Source: an optimization exercise on an open RTL-to-GDS flow (aim: small area, a short achievable clock period and few clock cycles per item). Production flows keep margins and buffers that such runs may drop. In this exercise RTL edits were held to simulation tests only and were not proved equivalent to the original.

## design/flow/design.v

```verilog
module mul(
    input                                    clk,
    input                                    rst,
	input                                    clear_pipeline,	
	input                                    mul_initial,
	input  [(3)-1:0]                             mul_para,
	input  [(32)-1:0]                         mul_rs0,
	input  [(32)-1:0]                         mul_rs1,
	output                                   mul_ready,
	output                                   mul_finished,
	output [(32)-1:0]                         mul_data,	
	input                                    mul_ack
);
    function [($clog2(32+1))-1:0] highest_pos(input [(32)-1:0] d);
	integer i;
	begin
	    highest_pos = 0;
	    for (i=0;i<32;i=i+1)
		    if ( d[i] )
	            highest_pos = i;
	end
	endfunction
	function [($clog2(32+1))-1:0] sumbits(input [(32)-1:0] d);
	integer i;
	begin
	    sumbits = 0;
		for (i=0;i<32;i=i+1)
		    sumbits = sumbits + d[i];
	end
	endfunction
	reg                           calc_flag;
	reg  [(3)-1:0]                    calc_para;
	reg                           calc_sign_xor,calc_sign_rs0;
	reg  [(32)-1:0]                calc_a,calc_b,calc_x,calc_y;
	reg  [($clog2(32+1))-1:0]      calc_a_pos,calc_b_pos;
	wire                          calc_over;
	wire [(32)-1:0]                calc_a_in,calc_b_in,calc_x_in,calc_y_in;	
	reg                           write_flag;
	reg  [(32)-1:0]                write_data;
    wire                          write_over;
	wire [(32)-1:0]              rs0_word = mul_rs0;
	wire [(32)-1:0]              rs1_word = mul_rs1;
	wire                        rs0_sign = mul_para[2] ? (~mul_para[0] & rs0_word[31]) : ( (mul_para[1:0]!=2'b11) & rs0_word[31] );
	wire                        rs1_sign = mul_para[2] ? (~mul_para[0] & rs1_word[31]) : ( ~mul_para[1] & rs1_word[31] );	
	wire [(32)-1:0]              rs0_data = rs0_sign ? ( ~rs0_word + 1'b1 ) : rs0_word;
	wire [(32)-1:0]              rs1_data = rs1_sign ? ( ~rs1_word + 1'b1 ) : rs1_word;	
    wire                      mul_direct = mul_para[2] ? ((rs1_word==0)|(rs0_data<rs1_data)) : ((rs0_word==0)|(rs1_word==0));	
    wire                     mul_is_busy = calc_flag|(write_flag & ~write_over);
	assign                     mul_ready = ~mul_is_busy;
	wire                      calc_start = mul_initial & ~mul_direct & ~mul_is_busy & ~clear_pipeline;	
	wire                     write_start = mul_initial &  mul_direct & ~mul_is_busy & ~clear_pipeline;
	always @ ( posedge clk or posedge  rst ) if (   rst   )  calc_flag <= 0;  else
	if ( calc_start )
	    calc_flag <= 1'b1;
	else if ( calc_over|clear_pipeline )
	    calc_flag <= 1'b0;
	else;
	always @ ( posedge clk or posedge  rst ) if (   rst   )  calc_para <= 0;  else
	if ( calc_start|write_start )
	    calc_para <= mul_para[2:0];
	else;
	always @ ( posedge clk or posedge  rst ) if (   rst   )  calc_sign_xor <= 0;  else
	if ( calc_start|write_start )
	    calc_sign_xor <= (mul_para[2]&(rs1_word==0)) ? 0 : (rs0_sign^rs1_sign);
	else;
	always @ ( posedge clk or posedge  rst ) if (   rst   )  calc_sign_rs0 <= 0;  else
	if ( calc_start|write_start )
	    calc_sign_rs0 <= rs0_sign;
    else;
	wire                num_less_compare = sumbits(rs0_data)<sumbits(rs1_data);
	always @ ( posedge clk or posedge  rst ) if (   rst   )  calc_a <= 0;  else
	if ( calc_start|write_start )
	    if ( mul_para[2] )
		    calc_a <= rs0_data;
		else
		    calc_a <= num_less_compare ? rs1_data : rs0_data;
	else if ( calc_flag )
	    calc_a <= calc_a_in;
	else;
	always @ ( posedge clk or posedge  rst ) if (   rst   )  calc_b <= 0;  else
	if ( calc_start|write_start )
	    if ( mul_para[2] )
		    calc_b <= rs1_data;
		else
		    calc_b <= num_less_compare ? rs0_data : rs1_data;
	else if ( calc_flag )
	    calc_b <= calc_b_in;
	else;
	always @ ( posedge clk or posedge  rst ) if (   rst   )  calc_x <= 0;  else
	if ( calc_start|write_start )
	    if ( mul_para[2] )
		    calc_x <= ( rs1_word==0 ) ? 32'hffffffff : 0;
		else
		    calc_x <= 0;
	else if ( calc_flag )
	    calc_x <= calc_x_in;
	else;
	always @ ( posedge clk or posedge  rst ) if (   rst   )  calc_y <= 0;  else
	if ( calc_start|write_start )
	    calc_y <= 0;
	else if ( calc_flag )
	    calc_y <= calc_y_in;
	else;
    wire [(32)-1:0]              pos_a_in = calc_flag ? calc_a_in : rs0_data;
    wire [(5)-1:0]                 pos_a_out = highest_pos(pos_a_in);
    wire [(32)-1:0]              pos_b_in = calc_flag ? calc_b_in : rs1_data;
    wire [(5)-1:0]                 pos_b_out = highest_pos(pos_b_in);
    always @ ( posedge clk or posedge  rst ) if (   rst   )  calc_a_pos <= 0;  else
	if ( calc_start|write_start )
        if ( mul_para[2] )
            calc_a_pos <= pos_a_out;
        else 
            calc_a_pos <= num_less_compare ? pos_b_out : pos_a_out;
	else if ( calc_flag )
	    calc_a_pos <= pos_a_out;
    else;
    always @ ( posedge clk or posedge  rst ) if (   rst   )  calc_b_pos <= 0;  else
	if ( calc_start|write_start )
        if ( mul_para[2] )
            calc_b_pos <= pos_b_out;
        else 
            calc_b_pos <= num_less_compare ? pos_a_out : pos_b_out;
	else if ( calc_flag )
	    calc_b_pos <= pos_b_out;
    else;
	wire [($clog2(32+1))-1:0] calc_ab_gap = calc_a_pos - calc_b_pos;
	wire [($clog2(32))-1:0]  calc_ab_diff = calc_ab_gap;
	wire [(2*32)-1:0]           mul_shift = calc_a<<calc_b_pos;
	wire                        sub_sign = calc_para[2] ? 1'b1 : calc_sign_xor;
	wire [(32)-1:0]           low_add_in0 = calc_para[2] ? calc_a : calc_x;
	wire [(32)-1:0]           low_add_in1 = calc_para[2] ? ( calc_b<<calc_ab_diff ) : mul_shift;
    wire [(32+1)-1:0]         low_add_out = sub_sign ? (low_add_in0 - low_add_in1) : (low_add_in0 + low_add_in1);
	wire                       carry_bit = low_add_out[32];
	wire                    high_add_bit = calc_para[2] ? 1'b0 : carry_bit;
    wire [(32)-1:0]          high_add_in0 = calc_para[2] ? calc_a : calc_y;
    wire [(32)-1:0]          high_add_in1 = calc_para[2] ? ( ( calc_b<<calc_ab_diff )>>1 ) : (mul_shift>>32);
    wire [(32)-1:0]          high_add_out = sub_sign ? (high_add_in0 - high_add_in1 - high_add_bit) : (high_add_in0 + high_add_in1 + high_add_bit);
	assign                     calc_a_in = calc_para[2] ?  ( carry_bit ? high_add_out : low_add_out ) : calc_a;
	assign                     calc_b_in = calc_para[2] ? calc_b : ( calc_b ^ (1'b1<<calc_b_pos) );
	assign                     calc_x_in = calc_para[2] ? ( calc_x|( (1'b1<<calc_ab_diff)>>carry_bit ) ) : low_add_out;
	assign                     calc_y_in = calc_para[2] ? calc_y : high_add_out;
	assign                     calc_over = calc_flag & ( calc_para[2] ? ( calc_a_in<calc_b ) : (calc_b_in==0) );
	always @ ( posedge clk or posedge  rst ) if (   rst   )  write_flag <= 0;  else
	if( write_start|(calc_over & ~clear_pipeline) )
	    write_flag <= 1'b1;
	else if ( write_over|clear_pipeline )
	    write_flag <= 1'b0;
	else;
	always @*
	if ( write_flag )
	    case(calc_para)
	    3'h0          :  write_data = calc_x;
	    3'h1,3'h2,3'h3:  write_data = calc_y;
        3'h4,3'h5     :  write_data = calc_sign_xor ? (~calc_x+1'b1) : calc_x;
        3'h6,3'h7     :  write_data = calc_sign_rs0 ? (~calc_a+1'b1) : calc_a;
        endcase
	else
	    write_data = 0;
	reg  [(1*32)-1:0] mulbuf_data;
	reg  [($clog2(1+1))-1:0]       mulbuf_length;
	wire [(1*32)-1:0] primary_data   = mulbuf_data|(write_data<<(mulbuf_length*32));
	wire [($clog2(1+1))-1:0]       primary_length = (mulbuf_length==1) ? 1 : (mulbuf_length + write_flag);
    assign write_over = write_flag & (mulbuf_length<1);
    assign mul_finished   = primary_length!=0;
    assign mul_data       = primary_data;
    always @ ( posedge clk or posedge  rst ) if (   rst   )  mulbuf_data <= 0;  else
    if ( clear_pipeline )	
	    mulbuf_data <= 0;
	else
	    mulbuf_data <= primary_data>>(mul_ack*32);
	always @ ( posedge clk or posedge  rst ) if (   rst   )  mulbuf_length <= 0;  else
	if ( clear_pipeline )
	    mulbuf_length <= 0;
	else
	    mulbuf_length <= primary_length - mul_ack;
endmodule
```

## design/flow/run.sh

```bash
#!/bin/bash
# synth_recipe.tcl (not shown) runs the flow's synth.tcl, then flattens the netlist and writes it again
# the make line also repeats each setting of config.mk as NAME=value (left out here)
make -C /OpenROAD-flow-scripts/flow DESIGN_CONFIG=/design/flow/config.mk WORK_HOME=/design/flow/orfs CLKGATE_MAP_FILE= SYNTH_SCRIPT=/design/flow/synth_recipe.tcl finish
```

## design/flow/config.mk

```make
export PLATFORM = sky130hd
export DESIGN_NAME = mul
export DESIGN_NICKNAME = mul
export VERILOG_FILES = /design/flow/design.v
export SDC_FILE = /design/flow/constraint.sdc
export NUM_CORES = 4
export LEC_CHECK = 0
export CAP_MARGIN = 20
export CORE_MARGIN = 2
export CORE_UTILIZATION = 40
export SLEW_MARGIN = 20
```

## design/flow/constraint.sdc

```tcl
create_clock -name core_clock -period 13.0 [get_ports {clk}]
set_input_delay 2.6000 -clock core_clock [delete_from_list [all_inputs] [get_ports {clk}]]
set_output_delay 2.6000 -clock core_clock [all_outputs]
set_load 0.01 [all_outputs]
```

==> notes.md, run 1 <==
Tcrit/Tclk final 95.1%; arrival time at the worst endpoint 12.77 ns; Synth-to-Final Area Change 10.1%; HPWL after DPL 119000 µm; Multi-input gate area 24200 µm²; CTS Buf Count 17; IO Pins 106; Post-synth EDFFs 0; CP dominant cell by count o21ai_0; DRC 0; maxcap violations 0; Startpoint Class flop; share of cells above drive strength 1 10.1%; total global-route track usage 38.2%; Mapped Cells 4065; Register Area 4470 µm²; Tightest Pin Transition 1.10 ns; leading cell type in the layout, fill and taps excluded nand2_1; critical path type flop to flop; Avg Cell Area, Syn 7.54 µm²; die width 281 µm; reg-to-reg setup timing slack 0.64 ns; worst hold stages 2; 1st-pass router iterations 9; Final min period 12.36 ns; ys async rst share 100%; Worst Path Required 13.41 ns; grt ovf 0; first-pass GRT wire length 220000 µm; largest net degree at the start of global routing 141; global placer's final weighted congestion 1.10; Mapped Nets 4402; Synth Warn # 1; status timing/DRC/antenna clean; clock root buffer clkbuf_16; Max Clk Rate 0.0809 GHz; FF-to-FF End write_flag; via count 34016; Post-Route WL 153000 µm; post-synthesis sequential area ratio 14.5%; mapped cell area 30600 µm²; CP max stage delay 0.68 ns; Synth cell types 103; crit-path max FO 8; most frequent cells in the layout nand2_1, o21ai_0, nor2_1; CTS Buffer Depth 2; min-delay worst type flop to flop; H-tree levels 4; die area 78900 µm²; FP Rows 101; nets@finish 4396; initial antenna violation count 6; #FFs+latches synth 178; Worst path slowest cell xnor2_1; Port Buffers 105; antenna-violating nets left 0; number of global-route vias before repair 31799; core area 75900 µm²; endpoints failing setup 0; CTS tree done; hold buffer count at CTS 0; Starting Density 40.4%; clock transition at the registers of the reported paths 0.08 ns; path depth of the worst reg2reg path 48; Vert. Die Dim 281 µm; clk sink count 178; Layout Utilization 44.4%; Filler Cells Inserted 7785; Vias/cell 6.66; Hold Crit Endpoint calc_y[27]; Clock Skew 0.0145 ns; wire per inst 29.9 µm; RSZ-0062 raised after global routing false; Fin. Hold Viols 0; Slew HR 25.9%; Detailed Route Iter0 Violations 4957; worst-skew pair later-pin latency 0.54 ns; max-slew violations 0; CP endpoint kind flop; HP Start calc_y[27]; Setup Total Neg Slack 0 ns; reg-to-reg critical path startpoint calc_a_pos[3]; Synth Flop Type dfrtp_1
cells by family after synthesis:
group                    Yosys count  synth area share, %
adder cells (fa/ha/maj)          265                 12.1
multiplexers                     223                 10.7
AND/OR/NAND/NOR                 1306                 20.2
XOR/XNOR                         267                 7.78
AO/OA/AOI/OAI                   1302                 27.9
buffers and inverters            524                 6.74
flip-flops                       178                 14.5
what timing repair did:
item,4_1_cts,5_1_grt
resized for setup,0,8
buffers inserted,0,2
setup endpoints to repair,0,2
metrics by stage:
stage	area, µm²	hold WS, ns	worst slack [ns]	cells
after floorplan	30600	0.442	1.68	4065
after global placement	33100	0.453	0.679	5068
after detailed placement	33100	0.464	0.593	5068
after CTS	33700	0.481	0.504	5100
after global routing	33700	0.508	0.00668	5102
final	33800	0.481	0.636	5105
area by class of cell:
class / count / area share, %
inverters: 247 / 2.77
clock inverters: 15 / 0.552
repair buffers: 252 / 6.53
flip-flops and latches: 178 / 13.2
well taps: 1030 / 3.82
clock buffers: 17 / 1.26
multi-input cells: 3363 / 71.8
diodes: 3 / 0.0222
per-layer routing:
layer	routed length [µm]	GRT usage (%)	part of all wire, %
met5	13	0	0.0085
met4	13900	28.7	9.1
met1	56800	47.1	37
met2	64300	57.0	42
met3	17600	9.96	12
synth_stat cells, drive strengths merged (96+ instances only):
cell / count / area, µm²
nand2: 437 / 1640
o21ai: 327 / 1640
nor2: 299 / 1120
a21oi: 288 / 1450
inv: 246 / 923
ha: 211 / 2640
clkbuf: 197 / 739
dfrtp: 178 / 4450
xnor2: 171 / 1540
nand3: 105 / 531
nor3: 104 / 531
xor2: 96 / 841
critical path: cells and delay by family, from the launching register on:
kind,cells,cell delay (ns)
simple gates,15,3.16
fa+ha+maj,6,2.18
compound gates,23,5.10
mux,1,0.30
flops,1,0.51
xor+xnor,2,0.78
buf+inv,1,0.16
worst max path at each step:
stage	startpoint	endpoint	slack [ns]
after floorplan	calc_b_pos[2]	write_flag	1.68
after global routing	calc_a_pos[3]	write_flag	0.007
final	calc_a_pos[3]	write_flag	0.64
after global placement	calc_a_pos[0]	write_flag	0.68
after detailed placement	calc_a_pos[0]	write_flag	0.59
after CTS	calc_a_pos[0]	write_flag	0.50
flip-flops by register name, indices dropped and copies added (netlist names), 3 cells and up:
| name | flops |
|---|---|
| calc_x | 32 |
| calc_a_pos | 5 |
| calc_b_pos | 5 |
| calc_y | 32 |
| mulbuf_data | 32 |
| calc_a | 32 |
| calc_para | 3 |
| calc_b | 32 |
==> run 2: changes to the inputs <==
==> design/flow/design.v (replaced) <==
module mul(
    input             clk,
    input             rst,
    input             clear_pipeline,
    input             mul_initial,
    input      [2:0]  mul_para,
    input      [31:0] mul_rs0,
    input      [31:0] mul_rs1,
    output            mul_ready,
    output            mul_finished,
    output     [31:0] mul_data,
    input             mul_ack
);
    function [5:0] lzc(input [31:0] d);
        integer i;
        begin
            lzc = 6'd32;
            for (i = 0; i < 32; i = i + 1)
                if (d[i])
                    lzc = 6'd31 - i;
        end
    endfunction
    localparam S_IDLE = 2'd0, S_PREP = 2'd1, S_ITER = 2'd2, S_WB = 2'd3;
    reg  [1:0]  state;
    reg         fin;
    reg  [2:0]  op;
    reg  [31:0] A, X, Y;
    reg  [4:0]  cnt;
    reg         neg;
    assign mul_ready    = (state == S_IDLE) | (state == S_WB);
    assign mul_finished = fin;
    assign mul_data     = Y;
    wire accept = mul_initial & mul_ready & ~clear_pipeline;
    wire y_free = ~fin | mul_ack;
    wire is_div = op[2];
    wire sA = is_div ? (~op[0] & A[31]) : ((op[1:0] != 2'b11) & A[31]);
    wire sB = is_div ? (~op[0] & X[31]) : (~op[1] & X[31]);
    wire [31:0] mA = sA ? (~A + 32'd1) : A;
    wire [31:0] mB = sB ? (~X + 32'd1) : X;
    wire [5:0]  lzA = lzc(mA);
    wire [5:0]  lzB = lzc(mB);
    wire        swap   = lzA > lzB;
    wire [31:0] mcand  = swap ? mB : mA;
    wire [31:0] mplr   = swap ? mA : mB;
    wire [5:0]  lzm    = swap ? lzA : lzB;
    wire        m_zero = lzm[5];
    wire        d_zero = (X == 32'd0);
    wire [6:0]  sdiff  = {1'b0, lzB} - {1'b0, lzA};
    wire        d_less = sdiff[6];
    wire [31:0] sh_in  = is_div ? mB : mplr;
    wire [4:0]  sh_amt = is_div ? sdiff[4:0] : {lzm[4:2], 2'b00};
    wire [31:0] sh_out = sh_in << sh_amt;
    wire        direct = is_div ? (d_zero | d_less) : m_zero;
    wire [31:0] direct_res = ~is_div ? 32'd0 :
                             op[1]   ? A :
                             d_zero  ? 32'hffffffff : 32'd0;
    wire [3:0]  dig = X[31:28];
    wire [35:0] pp  = ({36{dig[0]}} & {4'd0, A})
                    + ({36{dig[1]}} & {3'd0, A, 1'b0})
                    + ({36{dig[2]}} & {2'd0, A, 2'b0})
                    + ({36{dig[3]}} & {1'd0, A, 3'b0});
    wire [36:0] m_lo = {1'b0, Y, 4'b0} + {1'b0, pp};
    wire [27:0] m_hi = X[27:0] + {27'd0, m_lo[36]};
    wire [32:0] d_diff = {1'b0, Y} - {1'b0, A};
    wire        d_ge   = ~d_diff[32];
    wire        sel_x  = is_div ? ~op[1] : (op[1:0] != 2'b00);
    wire [31:0] wb_v   = sel_x ? X : Y;
    wire        wb_cin = neg & ((~is_div & sel_x) ? (Y == 32'd0) : 1'b1);
    wire [31:0] wb_res = (wb_v ^ {32{neg}}) + {31'd0, wb_cin};
    always @(posedge clk or posedge rst)
        if (rst) begin
            state <= S_IDLE;
            fin   <= 1'b0;
        end else if (clear_pipeline) begin
            state <= S_IDLE;
            fin   <= 1'b0;
        end else begin
            case (state)
            S_IDLE: begin
                if (mul_ack) fin <= 1'b0;
                if (accept) state <= S_PREP;
            end
            S_PREP:
                if (y_free) begin
                    fin   <= direct;
                    state <= direct ? S_IDLE : S_ITER;
                end
            S_ITER:
                if (cnt == 5'd0) state <= S_WB;
            S_WB: begin
                fin   <= 1'b1;
                state <= accept ? S_PREP : S_IDLE;
            end
            endcase
        end
    always @(posedge clk) begin
        if (mul_ready) begin
            op <= mul_para;
            A  <= mul_rs0;
            X  <= mul_rs1;
        end
        case (state)
        S_PREP:
            if (y_free) begin
                neg <= is_div ? (op[1] ? sA : (sA ^ sB)) : (sA ^ sB);
                if (direct) begin
                    Y <= direct_res;
                end else if (is_div) begin
                    A   <= sh_out;
                    X   <= 32'd0;
                    Y   <= mA;
                    cnt <= sdiff[4:0];
                end else begin
                    A   <= mcand;
                    X   <= sh_out;
                    Y   <= 32'd0;
                    cnt <= {2'b00, 3'd7 - lzm[4:2]};
                end
            end
        S_ITER: begin
            cnt <= cnt - 5'd1;
            if (is_div) begin
                A <= A >> 1;
                X <= {X[30:0], d_ge};
                if (d_ge) Y <= d_diff[31:0];
            end else begin
                X <= {m_hi, m_lo[35:32]};
                Y <= m_lo[31:0];
            end
        end
        S_WB:
            Y <= wb_res;
        default: ;
        endcase
    end
endmodule
==> run 2 against run 1 <==
  * Still clean on timing, DRC and antenna
  * Die area decreased by 30%
  * Non-clock buffer count decreased by 66
  * Synthesized cell count decreased by 25%
  * Cell area decreased by 30%
  * Worst hold slack improved by 0.15 ns
  * Sequential share of layout area decreased by 2.2 points
  * Fmax increased by 22%
  * Critical path type unchanged
  * Critical endpoint is now X[30]
==> notes.md, run 2 <==
status timing/DRC/antenna clean; number of global-route vias before repair 23841 (-25%); Fin. Hold Viols 0 (unchanged); CP endpoint kind flop; Detailed Route Iter0 Violations 3522 (-29%); post-synthesis sequential area ratio 12.0% (-2.5 points); post_cts resized 0 (unchanged); reg-to-reg setup timing slack 2.90 ns (+2.26 ns); Worst Path Required 13.29 ns (-0.12 ns); HPWL after DPL 85200 µm (-29%); clk sink count 108 (-39%); commonest cells in the netlist nand2_1, nor2_1, a21oi_1; largest area contributor in the netlist ha_1; max-slew violations 0 (unchanged); Startpoint Class flop; CP dominant cell by count nand2_1; FF-to-FF End X[30]; Avg Cell Area, Syn 7.07 µm² (-6.3%); endpoints failing setup 0 (unchanged); Worst path slowest cell o31ai_1; 1st-pass router iterations 6 (-3); Vias/cell 6.83 (+2.5%); wire per inst 30.1 µm (+0.74%); Post-Route WL 112000 µm (-27%); clock transition at the registers of the reported paths 0.10 ns (+0.02 ns); critical path type flop to flop; CP max stage delay 0.53 ns (-0.15 ns); Hold Crit Endpoint state[1]; setup ws final 2.90 ns (+2.26 ns); worst hold stages 2 (unchanged); worst-skew pair later-pin latency 0.44 ns (-0.10 ns); Setup Total Neg Slack 0 ns (unchanged); Register Area 2590 µm² (-42%); Layout Utilization 44.4% (about the same); Final Non-Filler Cells 3706 (-27%); CTS tree done; most frequent cell after synthesis nand2_1; path depth of the worst reg2reg path 40 (-17%); Tightest Pin Transition 1.20 ns (+0.0988 ns); CTS Buf Count 9 (-8); minimum hold slack 0.627 ns (+0.146 ns); #FFs+latches synth 108 (-39%); FP Rows 84 (-17%); via count 25301 (-26%); most frequent cells in the layout nand2_1, nor2_1, a21oi_1; Post-synth EDFFs 41 (+41); maxcap violations 0 (unchanged); post-CTS setup buffer count 0 (unchanged); die width 236 µm (-16%); Starting Density 40.6% (+0.28 points); hold buffer count at CTS 0 (unchanged); Synth-to-Final Area Change 9.31%; # placed instances 3686 (-27%); reg-to-reg critical path startpoint X[30]; crit-path max FO 40 (+32); leading cell type in the layout, fill and taps excluded nand2_1; Place WS 3.26 ns (+2.67 ns); Port Buffers 105 (unchanged); antenna-violating nets left 0 (unchanged); clock root buffer clkbuf_16; mapped cell area 21500 µm² (-30%); die area 55600 µm² (-30%); total global-route track usage 38.8% (+0.61 points); Synth cell types 99 (-3.9%); Mapped Nets 3300 (-25%); grt ovf 0 (unchanged); core area 52900 µm² (-30%); Placed Area 23200 µm² (-30%); Multi-input gate area 17500 µm² (-28%); nets@finish 3269 (-26%); Synth Flop Type dfxtp_1; Vert. Die Dim 236 µm (-16%); ys async rst share 2.78% (-97 points); CP bufs+invs 2 (+1); HP Start state[1]; Tcrit/Tclk final 77.7% (-17 points); H-tree levels 3 (-1); final instance area 23500 µm² (-30%); DRC 0 (unchanged); Regs by FF count A x32, X x32, Y x32; min-delay worst type flop to flop; RSZ-0062 raised after global routing false; CTS Buffer Depth 2 (unchanged); Final min period 10.10 ns (-2.26 ns); Slew HR 19.5% (-6.4 points); global placer's final weighted congestion 1.09 (-1.5%); Synth area leaders ha_1, xnor2_1, a21oi_1; Mapped Cells 3040 (-25%); first-pass GRT wire length 161000 µm (-27%); initial antenna violation count 3 (-3); Synth Warn # 1 (unchanged); top cell type's share of synthesized area 7.22% (-7.3 points); Filler Cells Inserted 5479 (-30%); share of cells above drive strength 1 6.14% (-4.0 points); arrival time at the worst endpoint 10.39 ns (-2.38 ns); largest net degree at the start of global routing 67 (-52%); Max Clk Rate 0.0990 GHz (+22%); IO Pins 106 (unchanged); Clock Skew 0.0234 ns (+0.00890 ns); Crit path max-delay family compound AO/OA/AOI/OAI gates
[run 2: cell type report]
| class | instances | area share, % |
|---|---|---|
| diodes | 4 | 0.0426 |
| clock buffers | 9 | 0.959 |
| clock inverters | 7 | 0.368 |
| inverters | 143 | 2.29 |
| multi-input cells | 2561 | 74.5 |
| flip-flops and latches | 108 | 11.0 |
| well taps | 688 | 3.67 |
| repair buffers | 186 | 7.12 |
[run 2: per-layer routing]
layer  wire, µm  vias to the layer above  track usage [%]
li1           -                    10969                -
met1      44100                    12161             49.7
met2      48600                     1768             60.0
met3      11100                      403             6.95
met4       7780                        0             25.0
met5          0                        -                0
[run 2: worst max-delay path by stage]
| stage | startpoint | cells after the start | slack (ns) | to |
|---|---|---|---|---|
| after floorplan | X[28] | 42 | 5.06 | X[30] |
| after global placement | X[30] | 41 | 3.30 | X[30] |
| after detailed placement | X[30] | 41 | 3.26 | X[30] |
| after CTS | X[30] | 41 | 3.21 | X[30] |
| after global routing | X[30] | 41 | 2.25 | X[30] |
| final | X[30] | 40 | 2.90 | X[30] |
[run 2: cells by family after synthesis]
| kind of cell | share of synthesized area [%] |
|---|---|
| compound gates | 29.4 |
| xor+xnor | 8.85 |
| fa+ha+maj | 13.2 |
| buf+inv | 6.85 |
| flops | 12.0 |
| mux | 6.51 |
| simple gates | 23.1 |
[run 2: worst min-delay path: cells and delay by family, from the launching register on]
| kind | cells | cell delay (ns) |
|---|---|---|
| AOI/OAI and AO/OA | 2 | 0.18 |
| DFF | 1 | 0.42 |
Testbench counts of run 2, summed over its fixed seeds: cycles 79,704, items 12,000.
==> run 3: changes to the inputs <==
--- a/design/flow/design.v
+++ b/design/flow/design.v
@@ -27,7 +27,8 @@
     reg  [31:0] A, X, Y;
     reg  [4:0]  cnt;
     reg         neg;
-    assign mul_ready    = (state == S_IDLE) | (state == S_WB);
+    wire   last         = (cnt == 5'd0);
+    assign mul_ready    = (state == S_IDLE) | (state == S_WB) | ((state == S_ITER) & last & ~neg);
     assign mul_finished = fin;
     assign mul_data     = Y;
     wire accept = mul_initial & mul_ready & ~clear_pipeline;
@@ -60,7 +61,8 @@
                     + ({36{dig[2]}} & {2'd0, A, 2'b0})
                     + ({36{dig[3]}} & {1'd0, A, 3'b0});
     wire [36:0] m_lo = {1'b0, Y, 4'b0} + {1'b0, pp};
-    wire [27:0] m_hi = X[27:0] + {27'd0, m_lo[36]};
+    wire [27:0] x_inc = X[27:0] + 28'd1;
+    wire [27:0] m_hi = m_lo[36] ? x_inc : X[27:0];
     wire [32:0] d_diff = {1'b0, Y} - {1'b0, A};
     wire        d_ge   = ~d_diff[32];
     wire        sel_x  = is_div ? ~op[1] : (op[1:0] != 2'b00);
@@ -86,7 +88,14 @@
                     state <= direct ? S_IDLE : S_ITER;
                 end
             S_ITER:
-                if (cnt == 5'd0) state <= S_WB;
+                if (last) begin
+                    if (neg) begin
+                        state <= S_WB;
+                    end else begin
+                        fin   <= 1'b1;
+                        state <= accept ? S_PREP : S_IDLE;
+                    end
+                end
             S_WB: begin
                 fin   <= 1'b1;
                 state <= accept ? S_PREP : S_IDLE;
@@ -94,11 +103,6 @@
             endcase
         end
     always @(posedge clk) begin
-        if (mul_ready) begin
-            op <= mul_para;
-            A  <= mul_rs0;
-            X  <= mul_rs1;
-        end
         case (state)
         S_PREP:
             if (y_free) begin
@@ -122,15 +126,26 @@
             if (is_div) begin
                 A <= A >> 1;
                 X <= {X[30:0], d_ge};
-                if (d_ge) Y <= d_diff[31:0];
+                if (last & ~neg & ~op[1])
+                    Y <= {X[30:0], d_ge};
+                else if (d_ge)
+                    Y <= d_diff[31:0];
             end else begin
                 X <= {m_hi, m_lo[35:32]};
-                Y <= m_lo[31:0];
+                if (last & ~neg & sel_x)
+                    Y <= {m_hi, m_lo[35:32]};
+                else
+                    Y <= m_lo[31:0];
             end
         end
         S_WB:
             Y <= wb_res;
         default: ;
         endcase
+        if (mul_ready) begin
+            op <= mul_para;
+            A  <= mul_rs0;
+            X  <= mul_rs1;
+        end
     end
 endmodule
==> run 3 against run 2 <==
  * Final cell count rose by 2.3%
  * Cell area up 3.4%
  * Highest routed layer is now met5
  * Synthesized cell count grew 0.99%
==> notes.md, run 3 <==
status timing/DRC/antenna clean; ys async rst share 2.78% (unchanged); mapped cell area 22200 µm² (+3.4%); most frequent cell after synthesis nand2_1; 1st-pass router iterations 7 (+1); Fin. Hold Viols 0 (unchanged); top cell type's share of synthesized area 14.2% (+7.0 points); mux share of post-synthesis cell area 4.43% (-2.1 points); commonest cells in the netlist nand2_1, nor2_1, a21oi_1; post-synthesis sequential area ratio 14.5% (+2.5 points); global placer's final weighted congestion 1.16 (+7.2%); Final min period 9.43 ns (-0.673 ns); post-synthesis compound-gate area fraction 28.6% (-0.89 points); Detailed Route Iter0 Violations 4800 (+36%); worst-skew pair later-pin latency 0.43 ns (about the same); Register Area 3230 µm² (+25%); Mapped Nets 3328 (+0.85%); grt ovf 0 (unchanged); min-delay worst type flop to flop; Startpoint Class flop; Vert. Die Dim 240 µm (+1.7%); maxcap violations 0 (unchanged); critical path type flop to flop; Regs by FF count A x32, X x32, Y x32; #FFs+latches synth 108 (unchanged); Port Buffers 105 (unchanged); via count 26646 (+5.3%); clock root buffer clkbuf_16; RSZ-0062 raised after global routing false; FP Rows 86 (+2.4%); die area 57400 µm² (+3.4%); total global-route track usage 44.4% (+5.7 points); Clock Skew 0.0285 ns (+0.00515 ns); Synth-to-Final Area Change 9.28% (about the same); Vias/cell 7.03 (+2.9%); number of global-route vias before repair 24852 (+4.2%); Worst Path Required 13.15 ns (-0.14 ns); Mapped Cells 3070 (+0.99%); CP endpoint kind flop; crit-path max FO 30 (-25%); post-synthesis xor/xnor area fraction 9.03% (+0.18 points); most frequent cells in the layout nand2_1, nor2_1, a21oi_1; Tightest Pin Transition 1.28 ns (+0.0806 ns); CP bufs+invs 3 (+1); wire per inst 34.2 µm (+14%); initial antenna violation count 7 (+4); HPWL after DPL 99900 µm (+17%); Starting Density 40.4% (-0.23 points); antenna-violating nets left 0 (unchanged); CTS tree done; post_cts resized 0 (unchanged); DRC 0 (unchanged); H-tree levels 3 (unchanged); die width 240 µm (+1.7%); max-slew violations 0 (unchanged); leading cell type in the layout, fill and taps excluded nand2_1; Slew HR 14.4% (-5.1 points); CTS Buffer Depth 2 (unchanged); main combinational cell family by area after synthesis compound AO/OA/AOI/OAI gates; arrival time at the worst endpoint 9.58 ns (-0.81 ns); Worst path slowest cell edfxtp_1; clock transition at the registers of the reported paths 0.11 ns (about the same); Synth cell types 102 (+3.0%); CP max stage delay 0.74 ns (+0.21 ns); Post-synth EDFFs 105 (+160%); Multi-input gate area 17600 µm² (+0.67%); Filler Cells Inserted 5653 (+3.2%); post-CTS setup buffer count 0 (unchanged); Synth area leaders edfxtp_1, ha_1, xnor2_1; hold buffer count at CTS 0 (unchanged); Post-Route WL 130000 µm (+16%); endpoints failing setup 0 (unchanged); largest area contributor in the netlist edfxtp_1; Max Clk Rate 0.106 GHz (+7.1%); CTS Buf Count 9 (unchanged); post-synthesis simple-gate area fraction 24.2% (+1.1 points); largest net degree at the start of global routing 58 (-13%); IO Pins 106 (unchanged); Setup Total Neg Slack 0 ns (unchanged); first-pass GRT wire length 182000 µm (+13%); nets@finish 3293 (+0.73%); Tcrit/Tclk final 72.5% (-5.2 points); Synth Flop Type edfxtp_1; share of cells above drive strength 1 6.12% (-0.020 points); Crit path max-delay family compound AO/OA/AOI/OAI gates; Synth Warn # 1 (unchanged); minimum hold slack 0.607 ns (-0.0203 ns); Avg Cell Area, Syn 7.24 µm² (+2.4%); core area 55000 µm² (+4.0%); post-synthesis adder-cell area fraction 12.6% (-0.55 points); clk sink count 108 (unchanged)
run 3: cell types whose count changed after synthesis, sizes merged, moves of 17 or more:
cell | previous run | this run
dfxtp | 64 | 0
edfxtp | 41 | 105
mux2i | 116 | 72
a21oi | 265 | 235
nand3 | 77 | 101
o211ai | 35 | 58
o21ai | 232 | 210
a21o | 41 | 60
a22oi | 27 | 10
and3 | 20 | 37
run 3: worst reg2reg max path: cells and delay by family, from the launching register on:
family | cells | cell delay (ns)
AO/OA/AOI/OAI | 12 | 3.59
XOR/XNOR | 2 | 0.33
adder cells (fa/ha/maj) | 5 | 2.11
buffers and inverters | 3 | 0.82
flip-flops | 1 | 0.74
AND/OR/NAND/NOR | 7 | 1.58
run 3: area by class of cell:
cell class,count,area share (%)
clock buffers,9,0.928
diodes,5,0.0515
inverters,153,2.38
multi-input cells,2585,72.6
well taps,748,3.85
repair buffers,178,6.59
flip-flops and latches,108,13.3
clock inverters,7,0.330
run 3: metrics by stage:
step                      util [%]  worst slack, ns  cells  area (µm²)
after global placement        43.5             4.00   3772       23900
after detailed placement      43.5             3.92   3772       23900
after global routing          44.1             3.10   3788       24300
after CTS                     44.1             3.86   3788       24200
final                         44.2             3.57   3793       24300
after floorplan                  -             4.85   3070       22200
run 3: cell families (layout without fill, tap and decap cells):
group,count (synthesis),in the layout
AO/OA/AOI/OAI,954,954
XOR/XNOR,229,229
adder cells (fa/ha/maj),186,186
buffers and inverters,377,347
flip-flops,108,108
multiplexers,95,95
other,0,5
AND/OR/NAND/NOR,1121,1121
run 3: routing by layer:
| metal | vias up | track usage [%] | part of all wire [%] |
|---|---|---|---|
| li1 | 11167 | - | - |
| met1 | 12599 | 54.0 | 36 |
| met2 | 2261 | 64.9 | 41 |
| met3 | 611 | 12.7 | 13 |
| met4 | 8 | 36.5 | 10 |
| met5 | - | 0.173 | 0.052 |
run 3: path summary, 6_finish.rpt:
kind | depth (start not counted) | startpoint | slack [ns] | to
max | 29 | X[28] | 3.57 | Y[27]
min | 2 | fin | 0.61 | fin
max reg2reg | 29 | X[28] | 3.57 | Y[27]
min reg2reg | 2 | fin | 0.61 | fin
max in group asynchronous | 2 | rst | 10.53 | state[1]
min in group asynchronous | 2 | rst | 2.33 | state[0]
Testbench counts of run 3, summed over its fixed seeds: cycles 73,847, items 12,000.

[separate check: timing with driven ports]
How much do the figures lean on ideal ports? The routed layouts below were timed once more, with nothing changed but the port constraints. Step 1 sets driving cells, clkbuf_16 on the clock port and buf_2 on the other inputs (assumed; they add their load-dependent delay and slew). Step 2 adds t to the input delays and takes it off the output delays; t is the mean of the earliest and latest rising clock arrival at the registers after step 1. Input paths then give back, and output paths get back, about the clock's delay inside the block. Slacks: ideal ports / drivers / drivers and shift; pairs: ideal ports / drivers.
run | shift t [ns] | setup slack, ns | worst hold slack (ns) | worst setup path after step 2 | clock arrival spread, ns
run 1 | 0.604 | 0.636 / 0.636 / 0.634 | 0.481 / 0.481 / 0.481 | input to register | 0.015 / 0.014
run 2 | 0.484 | 2.901 / 2.901 / 2.901 | 0.627 / 0.627 / 0.627 | register to register | 0.023 / 0.023
run 3 | 0.482 | 3.573 / 3.573 / 3.573 | 0.607 / 0.607 / 0.607 | register to register | 0.029 / 0.028
After both steps setup and hold are still met in every run listed. For run 1, which loses most, drivers alone change the setup slack by 0.000 ns; drivers and shift together by -0.002 ns.
